What follows belongs to an exercise in optimizing a design on an open flow for small area; a production flow would make more cautious choices.
Only simulation tests tie the RTL to the original design; equivalence was not proved.
In every run shown here, the design's own scripts or RTL, not TritonCTS, make the clock network.
The clock port is modelled as an ideal driver, which makes a skipped or thinned clock tree look cheaper than it is; a real chip needs a root buffer or a tree.
Power figures rest on the tool's default switching activity, not on a simulated workload.

==> design/flow/flow/run.sh <==
#!/bin/bash
# Own layout flow: the standard flow (standard.sh) with two changes:
#  - synthesis maps the combinational logic with a stronger ABC script
#    (area.abc); registers are mapped before ABC, as in the standard synthesis;
#  - the clock is distributed by cts_own.tcl (a few buffers driven by
#    the clock port) instead of ORFS's CTS.
# Each step's output goes to a log file of its own in the work folder.
set -euo pipefail
W=$(pwd)
export OWN_ABC_SCRIPT=$W/flow/area.abc
export OWN_ABC_SEEDS=${OWN_ABC_SEEDS:-5 7 1 11}
export OWN_ABC_SECONDS=${OWN_ABC_SECONDS:-150}
export OWN_CLOCK_PORT=_clk
export OWN_CLOCK_BUF=${OWN_CLOCK_BUF:-sky130_fd_sc_hd__buf_12}
export OWN_CLOCK_GROUPS=${OWN_CLOCK_GROUPS:-3}
# the platform's don't-use cells, plus the largest buffers, which repair_design
# otherwise picks for the high-fanout reset and select nets
DU=$(bash standard.sh print-DONT_USE_CELLS 2>/dev/null | sed -n 's/^DONT_USE_CELLS: //p')
DU="$DU ${OWN_EXTRA_DONT_USE-sky130_fd_sc_hd__buf_4 sky130_fd_sc_hd__buf_6 sky130_fd_sc_hd__buf_8 sky130_fd_sc_hd__buf_12 sky130_fd_sc_hd__buf_16 sky130_fd_sc_hd__bufbuf_8 sky130_fd_sc_hd__bufbuf_16}"
S=(SYNTH_SCRIPT=$W/flow/own_synth.tcl ADDER_MAP_FILE= "BUFFER_PORTS_ARGS=-buffer_cell sky130_fd_sc_hd__buf_1" "DONT_USE_CELLS=$DU" "MIN_BUF_CELL_AND_PORTS=sky130_fd_sc_hd__buf_1 A X")
bash standard.sh "${S[@]}" place > $W/flow_place.log 2>&1
bash standard.sh "${S[@]}" RUN_SCRIPT=$W/flow/cts_own.tcl RUN_LOG_NAME_STEM=4_1_cts run > $W/flow_cts.log 2>&1
bash standard.sh "${S[@]}" finish > $W/flow_finish.log 2>&1
==> design/flow/flow/area.abc <==
strash
&get -n
&deepsyn -S @S1@ -T @T@
&deepsyn -S @S2@ -T @T@
&put
dch -f
amap
topo
==> design/flow/flow/cts_own.tcl <==
# Clock distribution for a small design: the registers are split into
# OWN_CLOCK_GROUPS groups by place (k-means), and one clock buffer per group,
# driven by the clock port, drives the group's clock pins (ORFS's CTS builds a
# nine-buffer tree plus dummy loads for 79 registers). Writes the same
# results as ORFS's cts step.
source $::env(SCRIPTS_DIR)/load.tcl
erase_non_stage_variables cts
load_design 3_place.odb 3_place.sdc
set_dont_use $::env(DONT_USE_CELLS)

set block [ord::get_db_block]
set db [ord::get_db]
set port_net [[$block findBTerm $::env(OWN_CLOCK_PORT)] getNet]
set master [$db findMaster $::env(OWN_CLOCK_BUF)]
set k $::env(OWN_CLOCK_GROUPS)
$port_net setSigType CLOCK

# the clock pins and their locations
set pins {}
foreach it [$port_net getITerms] {
  set bb [[$it getInst] getBBox]
  lappend pins [list $it [expr { ([$bb xMin] + [$bb xMax]) / 2.0 }] \
    [expr { ([$bb yMin] + [$bb yMax]) / 2.0 }]]
}
set n [llength $pins]
# k-means on the pin locations, seeded along the sorted x order
set sorted [lsort -real -index 1 $pins]
set cx {}
set cy {}
for { set g 0 } { $g < $k } { incr g } {
  set p [lindex $sorted [expr { int(($g + 0.5) * $n / $k) }]]
  lappend cx [lindex $p 1]
  lappend cy [lindex $p 2]
}
for { set iter 0 } { $iter < 50 } { incr iter } {
  set assign {}
  foreach p $pins {
    set best 0
    set bd 1e30
    for { set g 0 } { $g < $k } { incr g } {
      set dx [expr { [lindex $p 1] - [lindex $cx $g] }]
      set dy [expr { [lindex $p 2] - [lindex $cy $g] }]
      set d [expr { abs($dx) + abs($dy) }]
      if { $d < $bd } { set bd $d; set best $g }
    }
    lappend assign $best
  }
  for { set g 0 } { $g < $k } { incr g } {
    set sx 0.0; set sy 0.0; set m 0
    foreach p $pins a $assign {
      if { $a == $g } {
        set sx [expr { $sx + [lindex $p 1] }]
        set sy [expr { $sy + [lindex $p 2] }]
        incr m
      }
    }
    if { $m > 0 } {
      lset cx $g [expr { $sx / $m }]
      lset cy $g [expr { $sy / $m }]
    }
  }
}
for { set g 0 } { $g < $k } { incr g } {
  set buf [odb::dbInst_create $block $master clkbuf_own_$g]
  set net [odb::dbNet_create $block clknet_own_$g]
  $net setSigType CLOCK
  set m 0
  foreach p $pins a $assign {
    if { $a == $g } {
      set it [lindex $p 0]
      $it disconnect
      $it connect $net
      incr m
    }
  }
  puts "clock buffer $g drives $m clock pins"
  [$buf findITerm A] connect $port_net
  [$buf findITerm X] connect $net
  $buf setLocation [expr { int([lindex $cx $g]) }] [expr { int([lindex $cy $g]) }]
  $buf setPlacementStatus PLACED
}

set_placement_padding -global \
  -left $::env(CELL_PAD_IN_SITES_DETAIL_PLACEMENT) \
  -right $::env(CELL_PAD_IN_SITES_DETAIL_PLACEMENT)
detailed_placement
check_placement -verbose

set_propagated_clock [all_clocks]
estimate_parasitics -placement
report_clock_skew
report_check_types -max_slew -max_capacitance -violators
repair_timing_helper
detailed_placement
check_placement -verbose
report_metrics 4 "cts final"
orfs_write_db $::env(RESULTS_DIR)/4_1_cts.odb
orfs_write_sdc $::env(RESULTS_DIR)/4_cts.sdc
==> design/flow/flow/own_synth.tcl <==
# The standard synthesis (synth_recipe.tcl), with one change: ABC maps the
# combinational logic with a stronger, area-oriented script (area.abc) instead
# of ORFS's speed script. It runs the script once per seed in OWN_ABC_SEEDS,
# each time from the same netlist, and keeps the smallest result. Registers
# are mapped before ABC runs, so they come out as in the standard synthesis.
proc synth {args} { yosys synth -nofsm -noshare {*}$args }
proc abc {args} {
  set si [lsearch -exact $args -script]
  set lib [lindex $args [expr { [lsearch -exact $args -liberty] + 1 }]]
  set template [read [open $::env(OWN_ABC_SCRIPT)]]
  yosys design -save own_abc_in
  set best_area -1
  set best_seed {}
  foreach seed $::env(OWN_ABC_SEEDS) {
    yosys design -load own_abc_in
    set script $::env(RESULTS_DIR)/own_abc_$seed.script
    set f [open $script w]
    puts $f [string map [list @S1@ $seed @S2@ [expr { $seed + 1 }] @T@ $::env(OWN_ABC_SECONDS)] $template]
    close $f
    lset args [expr { $si + 1 }] $script
    yosys abc {*}$args
    set report [yosys tee -q -s result.string stat -liberty $lib]
    regexp {Chip area for module[^:]*:\s*([0-9.]+)} $report -> area
    puts "own abc: seed $seed area $area"
    if { $best_area < 0 || $area < $best_area } {
      set best_area $area
      set best_seed $seed
      yosys design -save own_abc_best
    }
  }
  puts "own abc: kept seed $best_seed area $best_area"
  yosys design -load own_abc_best
}
source $::env(SCRIPTS_DIR)/synth.tcl
# left out here: clear keep_hierarchy, flatten, clean up, hide names made inside functions, write 1_2_yosys.v
==> design/flow/standard.sh <==
#!/bin/bash
# synth_recipe.tcl (not shown) runs the flow's synth.tcl, then flattens the netlist and writes it again
# the make line also repeats each setting of config.mk as NAME=value (left out here)
make -C /OpenROAD-flow-scripts/flow DESIGN_CONFIG=/design/flow/config.mk WORK_HOME=/design/flow/orfs CLKGATE_MAP_FILE= SYNTH_SCRIPT=/design/flow/synth_recipe.tcl "${@:-finish}"
==> design/flow/config.mk <==
export PLATFORM = sky130hd
export DESIGN_NAME = main
export DESIGN_NICKNAME = main
export VERILOG_FILES = /design/flow/design.v
export SDC_FILE = /design/flow/constraint.sdc
export NUM_CORES = 8
export LEC_CHECK = 0
export CAP_MARGIN = 5
export CORE_MARGIN = 2
export CORE_UTILIZATION = 70
export GPL_TIMING_DRIVEN = 0
export PLACE_DENSITY = 0.8
export SLEW_MARGIN = 5
==> design/flow/constraint.sdc <==
create_clock -name core_clock -period 40.0 [get_ports {_clk}]
set_input_delay 8.0000 -clock core_clock [delete_from_list [all_inputs] [get_ports {_clk}]]
set_output_delay 8.0000 -clock core_clock [all_outputs]
set_load 0.01 [all_outputs]
==> design/flow/design.v <==
module random_byte(
	input  logic       clk,
	input  logic       rst,
	input  logic       fwd,
	input  logic       bwd,
	output logic [4:0] row,
	output logic [1:0] spr
);
	localparam logic [27:0] W0 = 28'hb6cc389;
	logic [27:0] x;
	wire [27:0] w = x ^ W0;
	wire t0 = w[4] ^ w[25];
	wire t1 = w[0] ^ w[20];
	wire t2 = w[1] ^ w[11];
	wire t3 = w[16] ^ t1;
	wire t4 = w[5] ^ w[15];
	wire t5 = w[10] ^ t0;
	wire t6 = w[14] ^ t5;
	wire t7 = w[18] ^ w[22];
	wire t8 = w[19] ^ w[27];
	wire t9 = w[6] ^ t2;
	wire t10 = w[2] ^ w[23];
	wire t11 = w[24] ^ t8;
	wire t12 = w[21] ^ t4;
	wire t13 = w[8] ^ w[17];
	wire t14 = t0 ^ t3;
	wire t15 = w[9] ^ t10;
	wire t16 = w[21] ^ t7;
	wire t17 = w[7] ^ w[13];
	wire t18 = t6 ^ t11;
	wire t19 = w[26] ^ t9;
	wire t20 = w[12] ^ t14;
	assign row[0] = w[4] ^ w[5] ^ w[14] ^ w[18] ^ t11 ^ t15 ^ t17;
	assign row[1] = w[0];
	assign row[2] = w[9] ^ t2 ^ t6 ^ t12;
	assign row[3] = w[10] ^ w[15] ^ w[19] ^ w[20] ^ t13 ^ t16 ^ t17;
	assign row[4] = w[6] ^ t10 ^ t16 ^ t20;
	assign spr[0] = w[2] ^ t7 ^ t9 ^ t18;
	assign spr[1] = w[8] ^ w[15] ^ w[22] ^ w[24] ^ t1 ^ t15 ^ t19;
	wire fb_f = t12 ^ t13 ^ t19 ^ t20;
	wire fb_b = w[3] ^ w[7] ^ w[11] ^ t3 ^ t4 ^ t18;
	always_ff @(posedge clk, posedge rst)
		if (rst)	x <= '0;
		else if (fwd)	x <= {fb_f, w[27:1]} ^ W0;
		else if (bwd)	x <= {w[26:0], fb_b} ^ W0;
endmodule
module digits(input [3:0] digit, input [3:0] line, input [3:0] x, output logic pixel);
	wire x3 = x[3];
	wire x0 = x[0];
	wire y3 = line[3];
	wire d2 = digit[2];
	wire d1 = digit[1];
	wire d0 = digit[0];
	wire y2 = line[2];
	wire x1 = x[1];
	wire x2 = x[2];
	wire y1 = line[1];
	wire d3 = digit[3];
	wire y0 = line[0];
  wire new_n14, new_n15, new_n16, new_n17, new_n18, new_n19, new_n20,
    new_n21, new_n22, new_n23, new_n24, new_n25, new_n26, new_n27, new_n28,
    new_n29, new_n30, new_n31, new_n32, new_n33, new_n34, new_n35, new_n36,
    new_n37, new_n38, new_n39, new_n40, new_n41, new_n42, new_n43, new_n44,
    new_n45, new_n46, new_n47, new_n48, new_n49, new_n50, new_n51, new_n52,
    new_n53, new_n54, new_n55, new_n56, new_n57, new_n58, new_n59, new_n60,
    new_n61, new_n62, new_n63, new_n64, new_n65, new_n66, new_n67;
  assign new_n14 = y3 & y2;
  assign new_n15 = ~d2 & d1;
  assign new_n16 = ~x2 & ~new_n15;
  assign new_n17 = ~x3 & ~new_n16;
  assign new_n18 = y2 & ~new_n17;
  assign new_n19 = ~y3 & ~y1;
  assign new_n20 = ~new_n18 & new_n19;
  assign new_n21 = d1 & d0;
  assign new_n22 = ~d1 & ~d0;
  assign new_n23 = ~new_n21 & ~new_n22;
  assign new_n24 = d2 & ~new_n23;
  assign new_n25 = d1 & ~y1;
  assign new_n26 = ~y2 & new_n25;
  assign new_n27 = x1 & ~new_n26;
  assign new_n28 = y3 & new_n24;
  assign new_n29 = ~d2 & ~d3;
  assign new_n30 = ~new_n21 & ~new_n29;
  assign new_n31 = ~new_n15 & ~new_n30;
  assign new_n32 = ~new_n23 & ~new_n28;
  assign new_n33 = new_n31 & ~new_n32;
  assign new_n34 = ~x1 & new_n26;
  assign new_n35 = new_n33 & ~new_n34;
  assign new_n36 = ~new_n27 & new_n35;
  assign new_n37 = ~d0 & new_n15;
  assign new_n38 = ~y2 & new_n37;
  assign new_n39 = d2 & y2;
  assign new_n40 = new_n23 & new_n39;
  assign new_n41 = y2 & new_n31;
  assign new_n42 = ~y2 & new_n24;
  assign new_n43 = ~d0 & new_n42;
  assign new_n44 = ~y3 & ~new_n43;
  assign new_n45 = ~new_n41 & new_n44;
  assign new_n46 = ~new_n38 & ~new_n40;
  assign new_n47 = x2 & new_n46;
  assign new_n48 = y1 & new_n45;
  assign new_n49 = ~new_n47 & ~new_n48;
  assign new_n50 = ~new_n33 & ~new_n49;
  assign new_n51 = new_n14 & ~new_n24;
  assign new_n52 = ~x2 & new_n36;
  assign new_n53 = ~new_n51 & ~new_n52;
  assign new_n54 = ~new_n50 & new_n53;
  assign new_n55 = x1 & x2;
  assign new_n56 = x3 & ~new_n55;
  assign new_n57 = ~new_n54 & new_n56;
  assign new_n58 = ~d0 & ~x2;
  assign new_n59 = ~new_n14 & ~new_n58;
  assign new_n60 = ~new_n45 & new_n59;
  assign new_n61 = ~x1 & ~x2;
  assign new_n62 = ~new_n60 & ~new_n61;
  assign new_n63 = ~new_n28 & new_n62;
  assign new_n64 = ~x3 & new_n63;
  assign new_n65 = ~new_n57 & ~new_n64;
  assign new_n66 = y1 & new_n14;
  assign new_n67 = ~new_n65 & ~new_n66;
  assign pixel = ~new_n20 & new_n67;
endmodule
module rom_ship(input [3:0] y, input [3:0] x, output logic pixel);
	wire y3 = y[3];
	wire y2 = y[2];
	wire y1 = y[1];
	wire y0 = y[0];
	wire x3 = x[3];
	wire x2 = x[2];
	wire x1 = x[1];
	wire x0 = x[0];
  wire new_n10, new_n11, new_n12, new_n13, new_n14, new_n15, new_n16,
    new_n17, new_n18, new_n19, new_n20, new_n21, new_n22, new_n23, new_n24,
    new_n25, new_n26, new_n27, new_n28, new_n29, new_n30, new_n31, new_n32,
    new_n33, new_n34, new_n35, new_n36;
  assign new_n10 = ~x3 & ~x2;
  assign new_n11 = y3 & ~y2;
  assign new_n12 = ~y3 & y2;
  assign new_n13 = ~new_n11 & ~new_n12;
  assign new_n14 = ~x3 & ~x0;
  assign new_n15 = ~new_n13 & ~new_n14;
  assign new_n16 = ~y1 & ~y3;
  assign new_n17 = y1 & y3;
  assign new_n18 = ~new_n16 & ~new_n17;
  assign new_n19 = new_n13 & ~new_n18;
  assign new_n20 = ~y3 & y0;
  assign new_n21 = y3 & ~y0;
  assign new_n22 = ~new_n20 & ~new_n21;
  assign new_n23 = ~x1 & new_n22;
  assign new_n24 = ~y2 & ~y0;
  assign new_n25 = y2 & y0;
  assign new_n26 = ~new_n24 & ~new_n25;
  assign new_n27 = ~x2 & ~new_n26;
  assign new_n28 = x3 & ~new_n27;
  assign new_n29 = new_n10 & ~new_n23;
  assign new_n30 = ~new_n15 & new_n23;
  assign new_n31 = ~new_n29 & ~new_n30;
  assign new_n32 = new_n18 & ~new_n28;
  assign new_n33 = new_n31 & ~new_n32;
  assign new_n34 = new_n10 & ~new_n15;
  assign new_n35 = ~x1 & new_n34;
  assign new_n36 = ~new_n33 & ~new_n35;
  assign pixel = ~new_n19 & new_n36;
endmodule
module rom_tail(input [3:0] y, input [1:0] frame, input [3:0] x, output logic pixel);
	wire y3 = y[3];
	wire f1 = frame[1];
	wire y1 = y[1];
	wire x0 = x[0];
	wire x3 = x[3];
	wire x2 = x[2];
	wire f0 = frame[0];
	wire y0 = y[0];
	wire y2 = y[2];
	wire x1 = x[1];
  wire new_n12, new_n13, new_n14, new_n15, new_n16, new_n17, new_n18,
    new_n19, new_n20, new_n21, new_n22, new_n23, new_n24, new_n25, new_n26,
    new_n27, new_n28, new_n29, new_n30, new_n31, new_n32, new_n33, new_n34,
    new_n35, new_n36, new_n37, new_n38, new_n39, new_n40, new_n41, new_n42,
    new_n43, new_n44, new_n45, new_n46, new_n47, new_n48, new_n49, new_n50,
    new_n51, new_n52, new_n53, new_n54, new_n55, new_n56, new_n57, new_n58,
    new_n59, new_n60, new_n61, new_n62, new_n63;
  assign new_n12 = ~y3 & y2;
  assign new_n13 = y3 & ~y2;
  assign new_n14 = ~new_n12 & ~new_n13;
  assign new_n15 = f0 & x1;
  assign new_n16 = ~x0 & ~f0;
  assign new_n17 = ~new_n15 & ~new_n16;
  assign new_n18 = ~x0 & x1;
  assign new_n19 = ~new_n17 & ~new_n18;
  assign new_n20 = ~f1 & ~new_n19;
  assign new_n21 = ~y1 & ~y2;
  assign new_n22 = y1 & y2;
  assign new_n23 = ~new_n21 & ~new_n22;
  assign new_n24 = y0 & ~y2;
  assign new_n25 = ~y0 & y2;
  assign new_n26 = ~new_n24 & ~new_n25;
  assign new_n27 = x1 & new_n26;
  assign new_n28 = ~x0 & ~new_n27;
  assign new_n29 = ~new_n23 & ~new_n28;
  assign new_n30 = ~new_n20 & new_n29;
  assign new_n31 = ~x3 & ~new_n30;
  assign new_n32 = ~f0 & ~x1;
  assign new_n33 = new_n26 & ~new_n32;
  assign new_n34 = f1 & ~new_n15;
  assign new_n35 = ~f1 & f0;
  assign new_n36 = ~new_n34 & ~new_n35;
  assign new_n37 = new_n17 & new_n33;
  assign new_n38 = ~new_n36 & ~new_n37;
  assign new_n39 = f1 & new_n19;
  assign new_n40 = ~new_n20 & ~new_n39;
  assign new_n41 = new_n23 & ~new_n40;
  assign new_n42 = x3 & ~new_n41;
  assign new_n43 = ~new_n23 & ~new_n38;
  assign new_n44 = new_n26 & ~new_n42;
  assign new_n45 = ~new_n43 & ~new_n44;
  assign new_n46 = x2 & new_n45;
  assign new_n47 = new_n23 & new_n26;
  assign new_n48 = f1 & ~new_n47;
  assign new_n49 = ~f1 & new_n23;
  assign new_n50 = ~new_n16 & ~new_n49;
  assign new_n51 = x1 & new_n50;
  assign new_n52 = x0 & f0;
  assign new_n53 = new_n34 & ~new_n52;
  assign new_n54 = ~new_n26 & ~new_n53;
  assign new_n55 = new_n33 & new_n40;
  assign new_n56 = ~new_n54 & ~new_n55;
  assign new_n57 = ~new_n23 & new_n56;
  assign new_n58 = ~new_n48 & new_n51;
  assign new_n59 = ~new_n57 & ~new_n58;
  assign new_n60 = x3 & ~new_n59;
  assign new_n61 = ~x2 & ~new_n60;
  assign new_n62 = ~new_n14 & ~new_n31;
  assign new_n63 = ~new_n46 & new_n62;
  assign pixel = ~new_n61 & new_n63;
endmodule
module rom_meteor(input [3:0] y, input [1:0] sprite, input [3:0] x, output logic pixel);
	wire s1 = sprite[1];
	wire s0 = sprite[0];
	wire y3 = y[3];
	wire y2 = y[2];
	wire y1 = y[1];
	wire y0 = y[0];
	wire x3 = x[3];
	wire x2 = x[2];
	wire x1 = x[1];
	wire x0 = x[0];
  wire new_n12, new_n13, new_n14, new_n15, new_n16, new_n17, new_n18,
    new_n19, new_n20, new_n21, new_n22, new_n23, new_n24, new_n25, new_n26,
    new_n27, new_n28, new_n29, new_n30, new_n31, new_n32, new_n33, new_n34,
    new_n35, new_n36, new_n37, new_n38, new_n39, new_n40, new_n41, new_n42,
    new_n43, new_n44, new_n45, new_n46, new_n47, new_n48, new_n49, new_n50,
    new_n51, new_n52, new_n53, new_n54, new_n55, new_n56, new_n57, new_n58,
    new_n59, new_n60, new_n61, new_n62, new_n63, new_n64, new_n65, new_n66,
    new_n67, new_n68, new_n69, new_n70, new_n71, new_n72, new_n73, new_n74,
    new_n75, new_n76, new_n77, new_n78, new_n79, new_n80, new_n81, new_n82,
    new_n83, new_n84, new_n85, new_n86, new_n87, new_n88, new_n89, new_n90,
    new_n91, new_n92, new_n93, new_n94, new_n95, new_n96, new_n97, new_n98,
    new_n99, new_n100, new_n101, new_n102, new_n103, new_n104, new_n105,
    new_n106, new_n107, new_n108, new_n109, new_n110, new_n111, new_n112,
    new_n113, new_n114, new_n115, new_n116, new_n117, new_n118, new_n119,
    new_n120, new_n121, new_n122, new_n123, new_n124, new_n125, new_n126,
    new_n127, new_n128, new_n129, new_n130, new_n131, new_n132, new_n133,
    new_n134, new_n135, new_n136, new_n137, new_n138, new_n139, new_n140,
    new_n141, new_n142, new_n143, new_n144, new_n145, new_n146, new_n147,
    new_n148, new_n149, new_n150, new_n151, new_n152, new_n153, new_n154,
    new_n155, new_n156, new_n157, new_n158, new_n159, new_n160, new_n161,
    new_n162;
  assign new_n12 = y2 & ~y1;
  assign new_n13 = ~y2 & y1;
  assign new_n14 = ~new_n12 & ~new_n13;
  assign new_n15 = ~y3 & ~new_n14;
  assign new_n16 = ~x0 & new_n14;
  assign new_n17 = ~x1 & ~new_n14;
  assign new_n18 = y0 & ~new_n16;
  assign new_n19 = ~new_n17 & ~new_n18;
  assign new_n20 = y3 & new_n19;
  assign new_n21 = y0 & new_n15;
  assign new_n22 = ~new_n20 & ~new_n21;
  assign new_n23 = ~s0 & ~new_n22;
  assign new_n24 = ~x1 & ~x0;
  assign new_n25 = ~y1 & ~y0;
  assign new_n26 = x0 & new_n25;
  assign new_n27 = y2 & ~new_n26;
  assign new_n28 = ~x2 & ~new_n24;
  assign new_n29 = y3 & y2;
  assign new_n30 = y0 & new_n29;
  assign new_n31 = ~y3 & ~y2;
  assign new_n32 = ~y0 & new_n31;
  assign new_n33 = ~new_n30 & ~new_n32;
  assign new_n34 = ~y3 & ~x3;
  assign new_n35 = ~x0 & new_n12;
  assign new_n36 = ~x2 & new_n35;
  assign new_n37 = ~new_n34 & ~new_n36;
  assign new_n38 = ~y1 & new_n31;
  assign new_n39 = y1 & ~x3;
  assign new_n40 = ~x3 & ~x1;
  assign new_n41 = ~x0 & new_n39;
  assign new_n42 = ~new_n40 & ~new_n41;
  assign new_n43 = x1 & new_n38;
  assign new_n44 = new_n42 & ~new_n43;
  assign new_n45 = new_n33 & ~new_n37;
  assign new_n46 = ~s0 & new_n45;
  assign new_n47 = new_n44 & ~new_n46;
  assign new_n48 = y3 & new_n28;
  assign new_n49 = ~s1 & new_n48;
  assign new_n50 = ~new_n47 & ~new_n49;
  assign new_n51 = x2 & ~new_n23;
  assign new_n52 = ~new_n24 & new_n27;
  assign new_n53 = ~new_n51 & ~new_n52;
  assign new_n54 = new_n50 & new_n53;
  assign new_n55 = x1 & x0;
  assign new_n56 = ~x2 & ~new_n32;
  assign new_n57 = new_n55 & ~new_n56;
  assign new_n58 = y0 & new_n57;
  assign new_n59 = y1 & new_n58;
  assign new_n60 = ~new_n25 & ~new_n59;
  assign new_n61 = x2 & ~x1;
  assign new_n62 = s1 & ~new_n28;
  assign new_n63 = ~y0 & ~new_n61;
  assign new_n64 = ~new_n62 & new_n63;
  assign new_n65 = ~s1 & new_n25;
  assign new_n66 = s1 & ~x1;
  assign new_n67 = ~y0 & x0;
  assign new_n68 = ~x1 & x0;
  assign new_n69 = new_n65 & ~new_n68;
  assign new_n70 = ~x2 & ~new_n69;
  assign new_n71 = new_n66 & ~new_n67;
  assign new_n72 = ~new_n70 & ~new_n71;
  assign new_n73 = x3 & ~new_n65;
  assign new_n74 = ~new_n72 & ~new_n73;
  assign new_n75 = y1 & ~new_n64;
  assign new_n76 = ~new_n74 & ~new_n75;
  assign new_n77 = new_n31 & ~new_n60;
  assign new_n78 = new_n29 & ~new_n76;
  assign new_n79 = ~new_n77 & ~new_n78;
  assign new_n80 = ~y0 & ~new_n12;
  assign new_n81 = y0 & ~new_n13;
  assign new_n82 = ~new_n80 & ~new_n81;
  assign new_n83 = ~new_n24 & ~new_n55;
  assign new_n84 = y3 & ~new_n82;
  assign new_n85 = ~new_n15 & ~new_n84;
  assign new_n86 = ~new_n61 & new_n85;
  assign new_n87 = new_n83 & new_n86;
  assign new_n88 = y1 & x0;
  assign new_n89 = new_n27 & ~new_n88;
  assign new_n90 = ~new_n24 & new_n89;
  assign new_n91 = x2 & new_n90;
  assign new_n92 = ~new_n87 & ~new_n91;
  assign new_n93 = ~s0 & ~new_n92;
  assign new_n94 = ~y3 & x2;
  assign new_n95 = ~new_n27 & new_n94;
  assign new_n96 = ~new_n57 & ~new_n95;
  assign new_n97 = ~new_n93 & new_n96;
  assign new_n98 = x3 & ~new_n97;
  assign new_n99 = s1 & new_n82;
  assign new_n100 = ~y3 & ~new_n12;
  assign new_n101 = ~new_n39 & new_n100;
  assign new_n102 = ~new_n99 & ~new_n101;
  assign new_n103 = ~new_n30 & new_n102;
  assign new_n104 = new_n24 & ~new_n103;
  assign new_n105 = ~s1 & ~new_n29;
  assign new_n106 = ~new_n33 & new_n66;
  assign new_n107 = x3 & ~new_n105;
  assign new_n108 = ~new_n106 & ~new_n107;
  assign new_n109 = ~y0 & ~new_n39;
  assign new_n110 = ~s1 & ~new_n109;
  assign new_n111 = x3 & x1;
  assign new_n112 = new_n65 & new_n111;
  assign new_n113 = ~new_n66 & ~new_n112;
  assign new_n114 = ~s1 & ~new_n55;
  assign new_n115 = ~new_n24 & ~new_n114;
  assign new_n116 = new_n16 & ~new_n113;
  assign new_n117 = ~new_n33 & new_n115;
  assign new_n118 = ~new_n116 & ~new_n117;
  assign new_n119 = x1 & ~new_n29;
  assign new_n120 = ~new_n110 & new_n119;
  assign new_n121 = new_n118 & new_n120;
  assign new_n122 = y1 & y0;
  assign new_n123 = ~y3 & ~x0;
  assign new_n124 = ~new_n122 & ~new_n123;
  assign new_n125 = ~y3 & y1;
  assign new_n126 = ~new_n124 & ~new_n125;
  assign new_n127 = new_n83 & new_n126;
  assign new_n128 = ~new_n121 & ~new_n127;
  assign new_n129 = new_n103 & ~new_n128;
  assign new_n130 = new_n108 & ~new_n129;
  assign new_n131 = ~new_n104 & new_n130;
  assign new_n132 = x2 & ~new_n131;
  assign new_n133 = ~x3 & ~new_n105;
  assign new_n134 = x1 & new_n99;
  assign new_n135 = new_n118 & ~new_n134;
  assign new_n136 = ~new_n133 & new_n135;
  assign new_n137 = y0 & new_n111;
  assign new_n138 = ~x2 & new_n40;
  assign new_n139 = ~y2 & ~new_n138;
  assign new_n140 = ~new_n137 & new_n139;
  assign new_n141 = new_n34 & new_n68;
  assign new_n142 = ~s1 & new_n141;
  assign new_n143 = ~y1 & ~new_n142;
  assign new_n144 = ~x2 & ~x0;
  assign new_n145 = ~new_n55 & ~new_n144;
  assign new_n146 = ~x3 & ~new_n145;
  assign new_n147 = ~new_n67 & ~new_n146;
  assign new_n148 = new_n67 & ~new_n111;
  assign new_n149 = ~new_n147 & ~new_n148;
  assign new_n150 = new_n125 & ~new_n149;
  assign new_n151 = new_n33 & new_n55;
  assign new_n152 = ~new_n38 & ~new_n151;
  assign new_n153 = ~new_n143 & ~new_n150;
  assign new_n154 = ~new_n140 & new_n153;
  assign new_n155 = s1 & ~new_n152;
  assign new_n156 = ~new_n154 & ~new_n155;
  assign new_n157 = ~x2 & ~new_n136;
  assign new_n158 = new_n156 & ~new_n157;
  assign new_n159 = ~new_n132 & new_n158;
  assign new_n160 = s0 & ~new_n159;
  assign new_n161 = ~new_n54 & new_n79;
  assign new_n162 = ~new_n98 & new_n161;
  assign pixel = ~new_n160 & new_n162;
endmodule
module main(
	input logic		_clk, _rst,
	input logic		up, down,
	output logic		hsync, vsync,
	output logic		active,
	output logic		r, g, b
);
	logic clk;
	logic rst;
	assign clk = _clk;
	assign rst = ~_rst;
	localparam MAX_H = 799;
	localparam MAX_V = 524;
	logic [9:0] hp, vp;
	always_ff @(posedge clk, posedge rst)
		if (rst)		hp <= '0;
		else if (hp == MAX_H)	hp <= '0;
		else			hp <= hp + 1'b1;
	always_ff @(posedge clk, posedge rst)
		if (rst)		vp <= '0;
		else if (hp == MAX_H) begin
			if (vp == MAX_V)	vp <= '0;
			else 			vp <= vp + 1'b1;
		end
	wire hblank = hp[9] && (hp[8] || hp[7]);	 
	wire tick = (hp == MAX_H) && (vp == 10'd489);
	assign hsync = (10'd656 <= hp && hp <= 10'd751);
	assign vsync = (10'd490 <= vp && vp <= 10'd491);
	assign active = !hblank && (vp < 10'd480);
	wire [5:0] col = hp[9:4];
	wire [4:0] trow = vp[8:4];
	wire [3:0] py = vp[3:0];
	wire [3:0] px = hp[3:0];
	logic [4:0] ship_y;
	always_ff @(posedge clk, posedge rst)
		if (rst) 				ship_y <= '0;
		else if (!tick)				ship_y <= ship_y;
		else if (~up && (ship_y != '0))		ship_y <= ship_y - 5'd1;
		else if (~down && (ship_y != 5'd29))	ship_y <= ship_y + 5'd1;
	logic [5:0] eq;
	wire [5:0] e = eq ^ 6'd40;
	always_ff @(posedge clk, posedge rst)
		if (rst)		eq <= '0;
		else if (tick)		eq <= ((e == 6'd61) ? 6'd0 : e - 6'd1) ^ 6'd40;
	wire [1:0] tail_frame = {e[1] ^ e[0], e[0]};
	wire fwd = (px == 4'd15 && !hblank) || tick;
	wire bwd = hblank && (hp[1:0] == 2'b00);
	logic [4:0] obj_row;
	logic [1:0] obj_spr;
	random_byte random_byte(.clk(clk), .rst(rst), .fwd(fwd), .bwd(bwd), .row(obj_row), .spr(obj_spr));
	logic ship_in_coin;
	logic [2:0] taken;
	always_ff @(posedge clk, posedge rst)
		if (rst)		taken <= '0;
		else if (tick)		taken <= {ship_in_coin, taken[2:1]};
	wire filled = (col >= e || e[5:2] == 4'b1111) && !(col < 6'd3 && taken[col[1:0]]);
	wire coin_now = filled && (obj_row == ship_y) && (obj_spr == 2'b11);
	wire at_ship = (col == 6'd3);
	always_ff @(posedge clk, posedge rst)
		if (rst)		ship_in_coin <= 1'b0;
		else if (at_ship)	ship_in_coin <= coin_now;
	logic [3:0] score_0, score_1, score_2, score_3;
	always_ff @(posedge clk, posedge rst)
		if (rst)	begin
			score_0 <= '0;
			score_1 <= '0;
			score_2 <= '0;
			score_3 <= '0;
		end else if (at_ship && coin_now && !ship_in_coin) begin
			if (score_0 == 4'd9) begin
				score_0 <= '0;
				if (score_1 == 4'd9) begin
					score_1 <= '0;
					if (score_2 == 4'd9) begin
						score_2 <= '0;
						if (score_3 == 4'd9) begin
							score_3 <= '0;
						end else begin
							score_3 <= score_3 + 4'd1;
						end
					end else begin
						score_2 <= score_2 + 4'd1;
					end
				end else begin
					score_1 <= score_1 + 4'd1;
				end
			end else begin
				score_0 <= score_0 + 4'd1;
			end
		end
	logic ship_bit, tail_bit, meteor_bit, digit_bit;
	logic [3:0] digit_to_show;
	always_comb
		case (hp[5:4])
			2'b00: digit_to_show = score_3;
			2'b01: digit_to_show = score_2;
			2'b10: digit_to_show = score_1;
			2'b11: digit_to_show = score_0;
		endcase
	rom_ship rom_ship(.y(py), .x(px), .pixel(ship_bit));
	rom_tail rom_tail(.y(py), .frame(tail_frame), .x(px), .pixel(tail_bit));
	rom_meteor rom_meteor(.y(py), .sprite(obj_spr), .x(px), .pixel(meteor_bit));
	digits digits(.digit(digit_to_show), .line(py), .x(px), .pixel(digit_bit));
	wire ship_row = (trow == ship_y);
	wire ship_px = ship_row && (col == 6'd3) && ship_bit;
	wire tail_px = ship_row && (col == 6'd2) && tail_bit;
	wire score_px = (trow == 5'd1) && (col[5:2] == 4'd8) && digit_bit;
	wire enemy_px = filled && (obj_row == trow) && meteor_bit;
	wire coin_px = enemy_px && (obj_spr == 2'b11);
	wire blank = !enemy_px && !ship_px && !score_px && !tail_px;
	assign r = active && (blank || ship_px || score_px);
	assign g = active && (blank || coin_px);
	assign b = active && (blank || coin_px);
endmodule
==> Flow_metrics.wiki, run 1 <==
{| class="wikitable"
! Metric !! Value
|-
| Post-Synthesis Cells || 664
|-
| Worst Skew || 0.0106 ns
|-
| Hold_buf cts || 0
|-
| Height of the chip || just under 90 um
|-
| Residual antenna-violating net count after detailed routing || 0
|-
| Required time of the critical path || ~32 ns
|-
| Type of the worst min-delay path || reg2reg
|-
| Leading register cell type out of synthesis || dfrtp_1
|-
| Setup TNS || 0 ns
|-
| Flip-flop and latch count after synthesis || between 70 and 80
|-
| Share of the yosys chip area belonging to registers || 39.4%
|-
| Layout Cells excl Fill || 775
|-
| Highest-count cells in the layout ignoring fill and taps || clkinv_1 (114), nor2_1 (102), dfrtp_1 (79), o22ai_1 (57), nand2_1 (53)
|-
| Gpl congestion || 1.01
|-
| Unique cell type count in the Yosys netlist || 36
|-
| Port Buf Inserts || 9
|-
| Area of the die || approximately 7900 um^2
|-
| Status || finished clean
|-
| Leakage power of the design || 1.97 nW
|-
| Combined global-route utilization of all metal layers || 36.1%
|-
| Max rail drop VDD || around 0.000022 V
|-
| Drt pass-1 iters || 6
|-
| Cells resized by post-CTS repair || 0
|-
| Clock latency on the worst-skew pair || 0.14 ns
|-
| Number of max-slew violations in the final report || 0
|-
| Mean routed wirelength per cell || 17.8 um
|-
| Area Growth Syn to Fin || 4.72%
|-
| Sum of routed wire length over all layers || 13800 um
|-
| Worst Max-Slew Pin Slew || 1.10 ns
|-
| Placement row count || 30
|-
| Async SR Flop Fraction || 100%
|-
| Vias/cell || 6.97
|-
| Power Dens Cells || around 22 nW/um^2
|-
| Critical Path AT || between 5 and 6 ns
|-
| Total I/O pin count || 10
|-
| Via count of the first global-routing pass || 4893
|-
| Number of filler instances in the final layout || 525
|-
| Core Footprint || 6870 um^2
|-
| Type of origin of the critical path || flip-flop
|-
| Max-slew headroom at the worst pin || 25.8%
|-
| Classification of the worst setup path || reg2out
|-
| Maximum Capacitance Violations || 0
|-
| Final-report setup violation count || 0
|-
| Width of the die || between 80 and 90 um
|-
| DPL Wire Length || 10000 um
|-
| Most common cell after layout, fill and taps aside || clkinv_1
|-
| Gr ovfl total || 0
|-
| Worst Setup End Kind || primary output
|-
| Final critical delay including setup and external delays || roughly 13 ns
|-
| Initial antenna violation count || 0
|-
| Number of synthesized flops with an enable pin || 0
|-
| Placed cells || 772
|-
| Setup repair after global routing missed its margin || false
|-
| Highest clock frequency the design can meet || 76.4 MHz
|-
| Final antenna diode count || 0
|-
| Post-Syn Area || 5010 um^2
|-
| DRC || 0
|-
| Clock transition at the registers of the reported paths || about 0.11 ns
|-
| Layout cells sized above 1 || 1.33%
|-
| YS warnings || 2
|-
| Largest fanout on the critical path || 7
|-
| Wire length of the first global-routing pass || 23000 um
|-
| Number of nets produced by synthesis || 668
|-
| Iteration-0 DRC count of the detailed router || approximately 650
|-
| Buffers inserted during post-CTS setup optimization || 0
|-
| Total via count in the routed design || about 5400
|-
| Final Hold Fails || 0
|-
| Starting utilization of the core area || 73.0%
|-
| Total Nets Final || 685
|-
| Largest net degree at the start of global routing || 42
|-
| Average footprint of a synthesized cell || around 7.6 um^2
|-
| Tcrit/Tclk final || 32.7%
|}
## cell families (layout without fill, tap and decap cells)
logic type,after synthesis,after routing,share of synthesized area [%]
compound gates,248,248,32.4
simple gates,217,217,18.6
buf+inv,115,130,8.61
xor+xnor,5,5,0.873
flops,79,79,39.4
## sequential cells by signal, summed over array words and instances, names as in the netlist, 5 cells and up
register,count
vp,10
random_byte.x,28
eq,6
ship_y,5
hp,10
## worst max-delay path, cell delays in order, from the launching register on
cell and delay (ns):
dfrtp_1 0.41, clkinv_1 0.18, o22ai_1 0.29, clkinv_1 0.13, o22ai_1 0.25, clkinv_1 0.16, o22ai_1 0.19, xor2_1 0.10
o21ai_0 0.86, nand3_1 0.25, o21ai_0 0.25, nand3_1 0.10, o31ai_1 0.12, nor4_1 0.09, o21ai_0 0.19, a31oi_1 0.11
o21a_1 0.20, or4_1 0.42, o22ai_1 0.22, o22a_1 0.16, nor2_1 0.04, buf_1 0.08, buf_1 0.11
## synth_stat cells (6+ instances only)
cell type	instances	area (um^2)
nand3_1	9	45.0
a22oi_1	14	105
o21a_1	10	75.1
dfrtp_1	79	1980
a31oi_1	12	75.1
or3_1	6	37.5
nor3_1	21	105
nand2_1	53	199
nor2_1	103	387
a211oi_1	10	75.1
o22ai_1	57	357
o21ai_0	51	255
clkinv_1	114	428
a222oi_1	22	220
nor4_1	12	75.1
a21oi_1	43	215
## path summary, 6_finish.rpt
| path | startpoint | slack (ns) | cells after the start | to |
|---|---|---|---|---|
| min | eq[4] | 0.47 | 1 | eq[4] |
| max reg2reg | hp[1] | 33.36 | 16 | random_byte.x[15] |
| min reg2reg | eq[4] | 0.47 | 1 | eq[4] |
| min in group asynchronous | _rst | 7.96 | 1 | random_byte.x[18] |
| max | random_byte.x[24] | 26.92 | 22 | g |
| max in group asynchronous | _rst | 30.65 | 2 | hp[6] |
## layout make-up
cell class,instances,area [um^2],area share (%)
Multi-Input combinational cell,470,2610,49.7
Sequential cell,79,1980,37.7
Inverter,114,428,8.15
Tap cell,96,120,2.29
Buffer,4,63.8,1.22
Timing Repair Buffer,12,50.0,0.953
## stage by stage
stage	utilization [%]	area [um^2]	hold slack, ns	setup slack, ns	power [mW]
2_1_floorplan	-	5010	0.442	28.22	0.0815
3_3_place_gp	75.2	5170	0.457	27.24	0.0831
3_5_place_dp	75.6	5190	0.461	27.30	0.0832
5_1_grt	76.4	5250	0.488	26.52	0.116
6_report	76.4	5250	0.473	26.92	0.113
## layer usage
metal	global-route usage (%)	wire length, um
met2	56.2	6110
met5	0	0
met3	4.29	1500
met4	11.0	447
met1	53.3	5770
## report_power, final
group	switching, mW	total (mW)	internal [mW]
Sequential	0	0.0798	0.0798
Combinational	0.00157	0.00172	0.000146
Clock	0.0196	0.0319	0.0122
==> inputs of run 2 (changes only) <==
--- a/design/flow/flow/run.sh
+++ b/design/flow/flow/run.sh
@@ -2,3 +2,4 @@
 # Own layout flow: the standard flow (standard.sh) with two changes:
-#  - synthesis maps the combinational logic with a stronger ABC script
+#  - synthesis maps the combinational logic with a stronger ABC script,
+#    run for several seeds in parallel, keeping the smallest result
 #    (area.abc); registers are mapped before ABC, as in the standard synthesis;
@@ -10,6 +11,7 @@
 export OWN_ABC_SCRIPT=$W/flow/area.abc
-export OWN_ABC_SEEDS=${OWN_ABC_SEEDS:-5 7 1 11}
-export OWN_ABC_SECONDS=${OWN_ABC_SECONDS:-150}
+export OWN_ABC_SEEDS=${OWN_ABC_SEEDS:-1 3 5 7 9 11 13 15}
+export OWN_ABC_SECONDS=${OWN_ABC_SECONDS:-300}
+export OWN_ABC_MAPS=${OWN_ABC_MAPS:-dch -f; amap | dch; amap | amap}
 export OWN_CLOCK_PORT=_clk
-export OWN_CLOCK_BUF=${OWN_CLOCK_BUF:-sky130_fd_sc_hd__buf_12}
+export OWN_CLOCK_BUF=${OWN_CLOCK_BUF:-sky130_fd_sc_hd__clkbuf_16}
 export OWN_CLOCK_GROUPS=${OWN_CLOCK_GROUPS:-3}
==> design/flow/flow/area.abc (replaced) <==
strash
&get -n
&deepsyn -S @S1@ -T @T@
&deepsyn -S @S2@ -T @T@
&put
==> design/flow/flow/own_synth.tcl (replaced) <==
# The standard synthesis (synth_recipe.tcl), with one change: ABC maps the
# combinational logic with a stronger, area-oriented script (area.abc) instead
# of ORFS's speed script. The logic ABC gets is written out once; area.abc is
# run on it by one yosys-abc process per seed in OWN_ABC_SEEDS, in parallel,
# and the smallest mapped result is read back in its place. Registers are
# mapped before ABC runs, so they come out as in the standard synthesis.
proc synth {args} { yosys synth -nofsm -noshare {*}$args }
proc own_abc_script { path text } {
  set f [open $path w]
  puts $f $text
  close $f
}
proc abc {args} {
  set si [lsearch -exact $args -script]
  set lib [lindex $args [expr { [lsearch -exact $args -liberty] + 1 }]]
  set dont_use {}
  for { set i 0 } { $i < [llength $args] } { incr i } {
    if { [lindex $args $i] eq "-dont_use" } {
      lappend dont_use -X [lindex $args [incr i]]
    }
  }
  set dir $::env(RESULTS_DIR)/own_abc
  file mkdir $dir
  set fh [open $::env(OWN_ABC_SCRIPT)]
  set template [read $fh]
  close $fh
  # 1. write out the logic ABC gets (the mapping made here is discarded)
  yosys design -save own_abc_in
  own_abc_script $dir/dump.script "write_blif $dir/in.blif\nstrash\nmap"
  lset args [expr { $si + 1 }] $dir/dump.script
  yosys abc {*}$args
  yosys design -load own_abc_in
  # 2. one yosys-abc per seed, in parallel
  set abc_exe [file join [file dirname $::env(YOSYS_EXE)] yosys-abc]
  if { ![file executable $abc_exe] } {
    set abc_exe yosys-abc
  }
  set maps {}
  foreach m [split $::env(OWN_ABC_MAPS) "|"] {
    lappend maps [string trim $m]
  }
  set jobs {}
  foreach seed $::env(OWN_ABC_SEEDS) {
    set body [string map [list @S1@ $seed @S2@ [expr { $seed + 1 }] \
      @T@ $::env(OWN_ABC_SECONDS)] $template]
    set text "read_lib -w $dont_use $lib\nread_blif $dir/in.blif\n$body\nwrite_blif $dir/opt_$seed.blif\n"
    set k 0
    foreach m $maps {
      append text "read_blif $dir/opt_$seed.blif\nstrash\n$m\ntopo\nstime -p\nwrite_blif $dir/out_${seed}_$k.blif\n"
      incr k
    }
    own_abc_script $dir/run_$seed.script $text
    append jobs "$abc_exe -f $dir/run_$seed.script > $dir/run_$seed.log 2>&1 &\n"
  }
  append jobs "wait\n"
  exec bash -c $jobs
  set best_area -1
  set best {}
  foreach seed $::env(OWN_ABC_SEEDS) {
    set fh [open $dir/run_$seed.log]
    set log [read $fh]
    close $fh
    set areas [regexp -all -inline {Area =\s*([0-9.]+)} $log]
    for { set k 0 } { $k < [llength $maps] } { incr k } {
      set area [lindex $areas [expr { 2 * $k + 1 }]]
      if { $area eq {} || ![file exists $dir/out_${seed}_$k.blif] } {
        puts "own abc: seed $seed mapping $k gave no result"
        continue
      }
      puts "own abc: seed $seed mapping $k area $area"
      if { $best_area < 0 || $area < $best_area } {
        set best_area $area
        set best out_${seed}_$k
      }
    }
  }
  if { $best eq {} } {
    error "own abc: no seed gave a result"
  }
  puts "own abc: kept $best area $best_area"
  # 3. read the best mapping back as ABC's result (under the model name
  # yosys expects)
  set fh [open $dir/$best.blif]
  set text [read $fh]
  close $fh
  regsub -line {^\.model .*$} $text {.model netlist} text
  set fh [open $dir/$best.blif w]
  puts -nonewline $fh $text
  close $fh
  own_abc_script $dir/load.script "read_blif $dir/$best.blif"
  lset args [expr { $si + 1 }] $dir/load.script
  yosys abc {*}$args
}
source $::env(SCRIPTS_DIR)/synth.tcl
# left out here: clear keep_hierarchy, flatten, clean up, hide names made inside functions, write 1_2_yosys.v
==> Flow_metrics.wiki, run 2 <==
{| class="wikitable"
! Metric !! Value
|-
| Status || finished clean
|-
| Power Dens Cells || about 22 nW/um^2
|-
| Top-count cell post-synth || nor2_1
|-
| Highest clock frequency the design can meet || 79.8 MHz
|-
| Number of filler instances in the final layout || 537
|-
| Residual antenna-violating net count after detailed routing || 0
|-
| Final Worst Setup Slack || 27.47 ns
|-
| Area of the die || 7810 um^2
|-
| Power, Total || 0.117 mW
|-
| Starting utilization of the core area || 72.9%
|-
| Final antenna diode count || 0
|-
| Port Buf Inserts || 9
|-
| Cells resized by post-CTS repair || 0
|-
| Tcrit/Tclk final || 31.3%
|-
| Layout cells sized above 1 || 1.20%
|-
| Switching part of the total || 19.6%
|-
| Combinational family with the most area after synthesis || compound AO/OA/AOI/OAI gates
|-
| Library cell appearing most often on the critical path || a21oi_1
|-
| Cell family contributing the most delay on the critical path || compound AO/OA/AOI/OAI gates
|-
| Number of synthesized flops with an enable pin || 0
|-
| Worst Max-Slew Pin Slew || around 1.3 ns
|-
| Synth cell count leaders || nor2_1 (119), clkinv_1 (114), dfrtp_1 (79), nand2_1 (59), o22ai_1 (45)
|-
| Post-synthesis share of cell area spent on xor and xnor gates || less than 1%
|-
| Utilization after layout || between 70 and 80%
|-
| Clock transition at the registers of the reported paths || 0.11 ns
|-
| Flip-flop and latch count after synthesis || 79
|-
| Number of nets produced by synthesis || between 600 and 700
|-
| Clock network power share || 29.3%
|-
| Number of max-slew violations in the final report || 0
|-
| DRC || 0
|-
| Post-Layout Inst Area || 5230 um^2
|-
| Post-synthesis share of cell area spent on full adders, half adders and majority gates || 0%
|-
| Cell type with the largest total area after synthesis || dfrtp_1
|-
| Post-Place Worst Slack || 27.90 ns
|-
| YS warnings || 2
|-
| Buffers inserted during post-CTS setup optimization || 0
|-
| Gr ovfl total || 0
|-
| Vias/cell || 6.98
|-
| Post-Syn Area || between 4000 and 5000 um^2
|-
| GR Layer Usage met3 || between 4 and 5%
|-
| Clock latency on the worst-skew pair || between 0.15 and 0.2 ns
|-
| Total I/O pin count || 10
|-
| Core Footprint || 6830 um^2
|-
| Required time of the critical path || 32.00 ns
|-
| Worst Skew || approximately 0.013 ns
|-
| Final critical delay including setup and external delays || 12.53 ns
|-
| Type of the worst min-delay path || reg2reg
|-
| Iteration-0 DRC count of the detailed router || about 700
|-
| Largest register FFs || 28
|-
| Multiplexer fraction of the synthesized cell area || 0%
|-
| Async SR Flop Fraction || 100%
|-
| Max-slew headroom at the worst pin || between 10% and 20%
|-
| Cell with the biggest individual delay on the critical path || a21oi_1
|-
| Total via count in the routed design || between 5000 and 6000
|-
| Final-report setup violation count || 0
|-
| Combined global-route utilization of all metal layers || between 30% and 40%
|-
| Most utilized layer in the global route result || met2
|-
| Hold_buf cts || 0
|-
| Mean routed wirelength per cell || roughly 18 um
|-
| Height of the chip || between 80 and 90 um
|-
| Final Hold Fails || 0
|-
| Sum of routed wire length over all layers || 14100 um
|-
| Sequential Power Share || 68.5%
|-
| Highest-count cells in the layout ignoring fill and taps || nor2_1 (119), clkinv_1 (114), dfrtp_1 (79), nand2_1 (59), o22ai_1 (45)
|-
| Classification of the worst setup path || reg2out
|-
| DPL Wire Length || 10400 um
|-
| Register with the most flip-flops || random_byte.x
|-
| Net switching power || between 0.02 and 0.025 mW
|-
| Most common cell after layout, fill and taps aside || nor2_1
|-
| Average footprint of a synthesized cell || 7.63 um^2
|-
| Wire length of the first global-routing pass || around 23000 um
|-
| Critical Path AT || 4.53 ns
|-
| Global routing met1 resource utilization || 52.9%
|-
| Int Power || 0.0943 mW
|-
| Leakage power of the design || 2.05 nW
|-
| Width of the die || about 88 um
|-
| Comb power frac || about 2.2%
|-
| Placement row count || 30
|-
| Share of the yosys chip area belonging to registers || 39.7%
|-
| Largest fanout on the critical path || 8
|-
| Setup TNS || 0 ns
|-
| Total Nets Final || 674
|-
| Crit-path max cell delay || 0.58 ns
|-
| Type of origin of the critical path || flip-flop
|-
| Gpl congestion || 0.999
|-
| Drt pass-1 iters || 7
|-
| Largest registers || random_byte.x (28), hp (10), vp (10)
|-
| Maximum Capacitance Violations || 0
|-
| Area contributors post-synth || dfrtp_1 (40%), nor2_1 (9.0%), clkinv_1 (8.6%), o22ai_1 (5.6%), nand2_1 (4.4%)
|-
| Via count of the first global-routing pass || between 4000 and 5000
|-
| Post-Synthesis Cells || 653
|-
| Global routing met2 resource utilization || 59.3%
|-
| Compound-Gate Fraction of Synth Area || 32.5%
|-
| Area share of the largest cell type after synthesis || 39.7%
|-
| Setup repair after global routing missed its margin || false
|-
| Area Growth Syn to Fin || 5.00%
|-
| Worst path buffer plus inverter count || 5
|-
| Worst Setup End Kind || primary output
|-
| Post-detailed-placement cell area || 5160 um^2
|-
| Cells along the critical path || clkinv_1 -> o22ai_1 -> nor2_1 -> a21oi_1 -> o21ai_0 -> o21ai_0 -> nor2_1 -> a21oi_1 -> clkinv_1 -> a21oi_1 -> a311oi_1 -> o21a_1 -> o31a_1 -> o221ai_1 -> o22ai_1 -> clkinv_1 -> a21oi_1 -> nor2_1 -> buf_1 -> buf_1
|-
| Area share of and/or/nand/nor cells after synthesis || 18.3%
|-
| Unique cell type count in the Yosys netlist || 43
|-
| Max rail drop VDD || 0.0000210 V
|-
| Initial antenna violation count || 0
|-
| Leading register cell type out of synthesis || dfrtp_1
|-
| Largest net degree at the start of global routing || 36
|}
## run 2: tightest hold or removal path, delay by kind of cell (launching register included)
family             cells  cell delay (ns)
AOI/OAI and AO/OA      1             0.07
DFF                    1             0.36
and+or+nand+nor        1             0.05
## run 2: layout make-up
| cell class | count | area [um^2] | area share (%) |
|---|---|---|---|
| buffer | 4 | 78.8 | 1.51 |
| inverter | 114 | 428 | 8.18 |
| multi-input combinational | 459 | 2580 | 49.3 |
| sequential | 79 | 1980 | 37.8 |
| tap | 96 | 120 | 2.30 |
| timing repair buffer | 12 | 50.0 | 0.956 |
## run 2: cells by family after synthesis
group / after synthesis
compound gates: 234
simple gates: 220
buf+inv: 115
flops: 79
xor+xnor: 5
## run 2: per-stage QoR
step,instances,hold WS (ns)
floorplan,653,0.449
global placement,758,0.467
detailed placement,761,0.479
global route,764,0.535
finish,764,0.506
## run 2: metal layers
metal	vias up	part of all wire, %
met5	-	0
met4	0	3.7
met3	68	11
met2	376	45
met1	2442	40
li1	2446	-
## run 2: worst paths after layout
path	from	end	slack, ns	depth (start not counted)
setup / recovery	random_byte.x[0]	g	27.47	20
hold reg to reg	taken[0]	taken[0]	0.51	2
setup reg to reg	hp[1]	random_byte.x[27]	33.43	15
min in group asynchronous	_rst	ship_y[2]	7.69	1
hold / removal	taken[0]	taken[0]	0.51	2
max in group asynchronous	_rst	eq[4]	30.50	3
## run 2: power by group through the flow
stage / Combinational (mW) / Sequential, mW / Clock (mW)
after floorplan: 0.000616 / 0.0818 / 0
after global placement: 0.00233 / 0.0819 / 0
after detailed placement: 0.00257 / 0.0819 / 0
after CTS: 0.00262 / 0.0803 / 0.0341
after global routing: 0.00308 / 0.0803 / 0.0367
final: 0.00260 / 0.0803 / 0.0344
==> inputs of run 3 (changes only) <==
--- a/design/flow/flow/run.sh
+++ b/design/flow/flow/run.sh
@@ -15,3 +15,3 @@
 export OWN_CLOCK_PORT=_clk
-export OWN_CLOCK_BUF=${OWN_CLOCK_BUF:-sky130_fd_sc_hd__clkbuf_16}
+export OWN_CLOCK_BUF=${OWN_CLOCK_BUF:-sky130_fd_sc_hd__buf_12}
 export OWN_CLOCK_GROUPS=${OWN_CLOCK_GROUPS:-3}
--- a/design/flow/flow/cts_own.tcl
+++ b/design/flow/flow/cts_own.tcl
@@ -62,2 +62,40 @@
 }
+# then size-balanced: no group takes more than ceil(n / k) pins (the largest
+# group sets the worst clock slew); greedy by distance, centres updated
+set cap [expr { ($n + $k - 1) / $k }]
+for { set iter 0 } { $iter < 20 } { incr iter } {
+  set pairs {}
+  set i 0
+  foreach p $pins {
+    for { set g 0 } { $g < $k } { incr g } {
+      set d [expr { abs([lindex $p 1] - [lindex $cx $g]) + abs([lindex $p 2] - [lindex $cy $g]) }]
+      lappend pairs [list $d $i $g]
+    }
+    incr i
+  }
+  set pairs [lsort -real -index 0 $pairs]
+  set assign [lrepeat $n -1]
+  set count [lrepeat $k 0]
+  foreach pr $pairs {
+    lassign $pr d i g
+    if { [lindex $assign $i] < 0 && [lindex $count $g] < $cap } {
+      lset assign $i $g
+      lset count $g [expr { [lindex $count $g] + 1 }]
+    }
+  }
+  for { set g 0 } { $g < $k } { incr g } {
+    set sx 0.0; set sy 0.0; set m 0
+    foreach p $pins a $assign {
+      if { $a == $g } {
+        set sx [expr { $sx + [lindex $p 1] }]
+        set sy [expr { $sy + [lindex $p 2] }]
+        incr m
+      }
+    }
+    if { $m > 0 } {
+      lset cx $g [expr { $sx / $m }]
+      lset cy $g [expr { $sy / $m }]
+    }
+  }
+}
 for { set g 0 } { $g < $k } { incr g } {
==> Flow_metrics.wiki, run 3 <==
{| class="wikitable"
! Metric !! Value
|-
| Cells along the critical path || clkinv_1 -> o22ai_1 -> nor2_1 -> a21oi_1 -> o21ai_0 -> o21ai_0 -> nor2_1 -> a21oi_1 -> clkinv_1 -> a21oi_1 -> a311oi_1 -> o21a_1 -> o31a_1 -> o221ai_1 -> o22ai_1 -> clkinv_1 -> a21oi_1 -> nor2_1 -> buf_1 -> buf_1
|-
| Drt pass-1 iters || 8
|-
| Register with the most flip-flops || random_byte.x
|-
| Core Footprint || 6830 um^2
|-
| YS warnings || 2
|-
| Top-count cell post-synth || nor2_1
|-
| Placement row count || 30
|-
| Setup TNS || 0 ns
|-
| Starting utilization of the core area || ~73%
|-
| Number of max-slew violations in the final report || 0
|-
| Area of the die || 7810 um^2
|-
| Cell type with the largest total area after synthesis || dfrtp_1
|-
| Max-slew headroom at the worst pin || 17.2%
|-
| Cell with the biggest individual delay on the critical path || a21oi_1
|-
| Number of filler instances in the final layout || 541
|-
| Worst Setup End Kind || primary output
|-
| Height of the chip || 88.4 um
|-
| Maximum Capacitance Violations || 0
|-
| Width of the die || 88.4 um
|-
| Share of the yosys chip area belonging to registers || about two fifths
|-
| Vias/cell || 7.01
|-
| Post-Layout Inst Area || roughly 5200 um^2
|-
| DPL Wire Length || 10400 um
|-
| Async SR Flop Fraction || 100%
|-
| Switching part of the total || between 20% and 30%
|-
| Net switching power || approximately 0.023 mW
|-
| Largest register FFs || 28
|-
| Capture point of the worst reg-to-reg path || random_byte.x[1]
|-
| Tcrit/Tclk final || 31.2%
|-
| Setup repair after global routing missed its margin || false
|-
| Sequential Power Share || 69.3%
|-
| Startpoint of the lowest-slack register-to-register path || hp[1]
|-
| Final critical delay including setup and external delays || 12.49 ns
|-
| Mean routed wirelength per cell || ~18 um
|-
| Iteration-0 DRC count of the detailed router || 621
|-
| Largest registers || random_byte.x (28), hp (10), vp (10)
|-
| Number of synthesized flops with an enable pin || 0
|-
| Hold path depth || 2
|-
| Worst hold path startpoint || taken[0]
|-
| Leakage power of the design || 2.04 nW
|-
| Area share of the largest cell type after synthesis || between 30 and 40%
|-
| Buffers inserted during post-CTS setup optimization || 0
|-
| Highest-count cells in the layout ignoring fill and taps || nor2_1 (119), clkinv_1 (114), dfrtp_1 (79), nand2_1 (59), o22ai_1 (45)
|-
| Required time of the critical path || ~32 ns
|-
| Worst Skew || 0.00861 ns
|-
| Wire length of the first global-routing pass || 23000 um
|-
| Max rail drop VDD || 0.0000251 V
|-
| Gpl congestion || between 0.9 and 1
|-
| Crit-path max cell delay || 0.55 ns
|-
| Area Growth Syn to Fin || 4.69%
|-
| Layout cells sized above 1 || under 10%
|-
| FF+latch area || 1980 um^2
|-
| Number of nets produced by synthesis || 657
|-
| Sum of routed wire length over all layers || 14000 um
|-
| Post-Syn Area || 4980 um^2
|-
| Worst Max-Slew Pin Slew || 1.24 ns
|-
| Worst setup path startpoint || random_byte.x[0]
|-
| Most common cell after layout, fill and taps aside || nor2_1
|-
| Cell family contributing the most delay on the critical path || compound AO/OA/AOI/OAI gates
|-
| Average footprint of a synthesized cell || 7.63 um^2
|-
| Post-detailed-placement cell area || between 5000 and 6000 um^2
|-
| Area contributors post-synth || dfrtp_1 (40%), nor2_1 (9.0%), clkinv_1 (8.6%), o22ai_1 (5.6%), nand2_1 (4.4%)
|-
| Status || finished clean
|-
| Total I/O pin count || 10
|-
| Cells resized by post-CTS repair || 0
|-
| Residual antenna-violating net count after detailed routing || 0
|-
| Comb power frac || ~2.1%
|-
| Synth cell count leaders || nor2_1 (119), clkinv_1 (114), dfrtp_1 (79), nand2_1 (59), o22ai_1 (45)
|-
| Flip-flop and latch count after synthesis || 79
|-
| Combined global-route utilization of all metal layers || 36.5%
|-
| Largest net degree at the start of global routing || 36
|-
| Type of the worst min-delay path || reg2reg
|-
| Total via count in the routed design || 5357
|-
| Highest clock frequency the design can meet || between 80 and 90 MHz
|-
| Via count of the first global-routing pass || 4746
|-
| Largest fanout on the critical path || 8
|-
| Critical Path AT || between 4 and 5 ns
|-
| Post-Synthesis Cells || between 600 and 700
|-
| Hold_buf cts || 0
|-
| Initial antenna violation count || 0
|-
| Clock latency on the worst-skew pair || 0.14 ns
|-
| Worst path buffer plus inverter count || 5
|-
| Type of origin of the critical path || flip-flop
|-
| Port Buf Inserts || 9
|-
| Worst reg-to-reg path cell count || 15
|-
| Unique cell type count in the Yosys netlist || 43
|-
| Int Power || 0.0926 mW
|-
| Area used by multi-input combinational logic || ~2600 um^2
|-
| Power Dens Cells || roughly 22 nW/um^2
|-
| Final-report setup violation count || 0
|-
| Classification of the worst setup path || reg2out
|-
| Total Nets Final || 674
|-
| Clock transition at the registers of the reported paths || about 0.11 ns
|-
| Hold slack final || 0.518 ns
|-
| Clock network power share || between 20% and 30%
|-
| Final Hold Fails || 0
|-
| Leading register cell type out of synthesis || dfrtp_1
|-
| Library cell appearing most often on the critical path || a21oi_1
|-
| DRC || 0
|-
| Register-to-Register Setup Slack || ~33 ns
|-
| Final antenna diode count || 0
|-
| Worst hold endpoint || taken[0]
|-
| Gr ovfl total || 0
|}
[run 3: cell types whose count changed in the layout (fill, tap and decap cells not counted)]
cell	previous run	this run
clkbuf_16	3	0
buf_12	0	3
[run 3: worst min-delay path: cells and delay by family, from the launching register on]
| kind | cells | cell delay, ns |
|---|---|---|
| simple gates | 1 | 0.05 |
| flops | 1 | 0.37 |
| compound gates | 1 | 0.07 |
[run 3: per-layer routing]
layer | up-vias | GRT usage (%) | part of all wire [%]
met1 | 2482 | 52.6 | 40
li1 | 2438 | - | -
met3 | 53 | 2.89 | 10
met2 | 384 | 59.5 | 46
met5 | - | 0 | 0
met4 | 0 | 10.5 | 3.2
[run 3: power by group through the flow]
stage | Sequential (mW) | Clock (mW) | Combinational, mW
floorplan | 0.0818 | 0 | 0.000616
global placement | 0.0819 | 0 | 0.00233
detailed placement | 0.0819 | 0 | 0.00257
CTS | 0.0803 | 0.0326 | 0.00257
global route | 0.0803 | 0.0355 | 0.00298
finish | 0.0803 | 0.0332 | 0.00245
[run 3: how the worst max path moves through the flow]
stage / slack, ns / cells past startpoint / end
2_1_floorplan: 28.78 / 19 / g
3_3_place_gp: 27.97 / 20 / g
3_5_place_dp: 27.90 / 20 / g
4_1_cts: 27.71 / 20 / g
5_1_grt: 27.17 / 20 / g
6_report: 27.51 / 20 / g
[run 3: cell families (layout without fill, tap and decap cells)]
group,Yosys count,count (layout),share of synthesized area [%]
xor+xnor,5,5,0.879
simple gates,220,220,18.3
buf+inv,115,130,8.66
compound gates,234,234,32.5
flops,79,79,39.7
[run 3: cell type report]
type | count | area share (%)
Timing Repair Buffer | 12 | 0.959
Sequential cell | 79 | 37.9
Inverter | 114 | 8.20
Multi-Input combinational cell | 459 | 49.4
Tap cell | 96 | 2.30
Buffer | 4 | 1.22
[run 3: stage by stage]
stage	setup slack [ns]	utilization, %	total power, mW	instances
after floorplan	28.78	-	0.0824	653
after global placement	27.97	75.2	0.0842	758
after detailed placement	27.90	75.5	0.0844	761
after global routing	27.17	76.4	0.119	764
final	27.51	76.4	0.116	764

-- re-timing with driven ports --
Ports are ideal in the flow. The routed layouts listed here were re-timed in OpenROAD. Step 1 sets driving cells, clkbuf_16 on the clock port and buf_2 on the other inputs (assumed; they add their load-dependent delay and slew). Step 2 times the ports against the registers' clock, not the clock port: input delays grow and output delays shrink by t, the midpoint of the rising clock arrivals with the driver on. Slacks: ideal / step 1 / step 2; pairs: ideal / step 1.
run | t, ns | slack for setup (ns) | latest minus earliest clock arrival (ns)
run 1 | 0.208 | 26.918 / 26.845 / 27.052 | 0.011 / 0.011
run 2 | 0.231 | 27.472 / 27.404 / 27.635 | 0.014 / 0.013
run 3 | 0.211 | 27.508 / 27.433 / 27.644 | 0.009 / 0.008
After both steps every run listed still meets setup and hold.
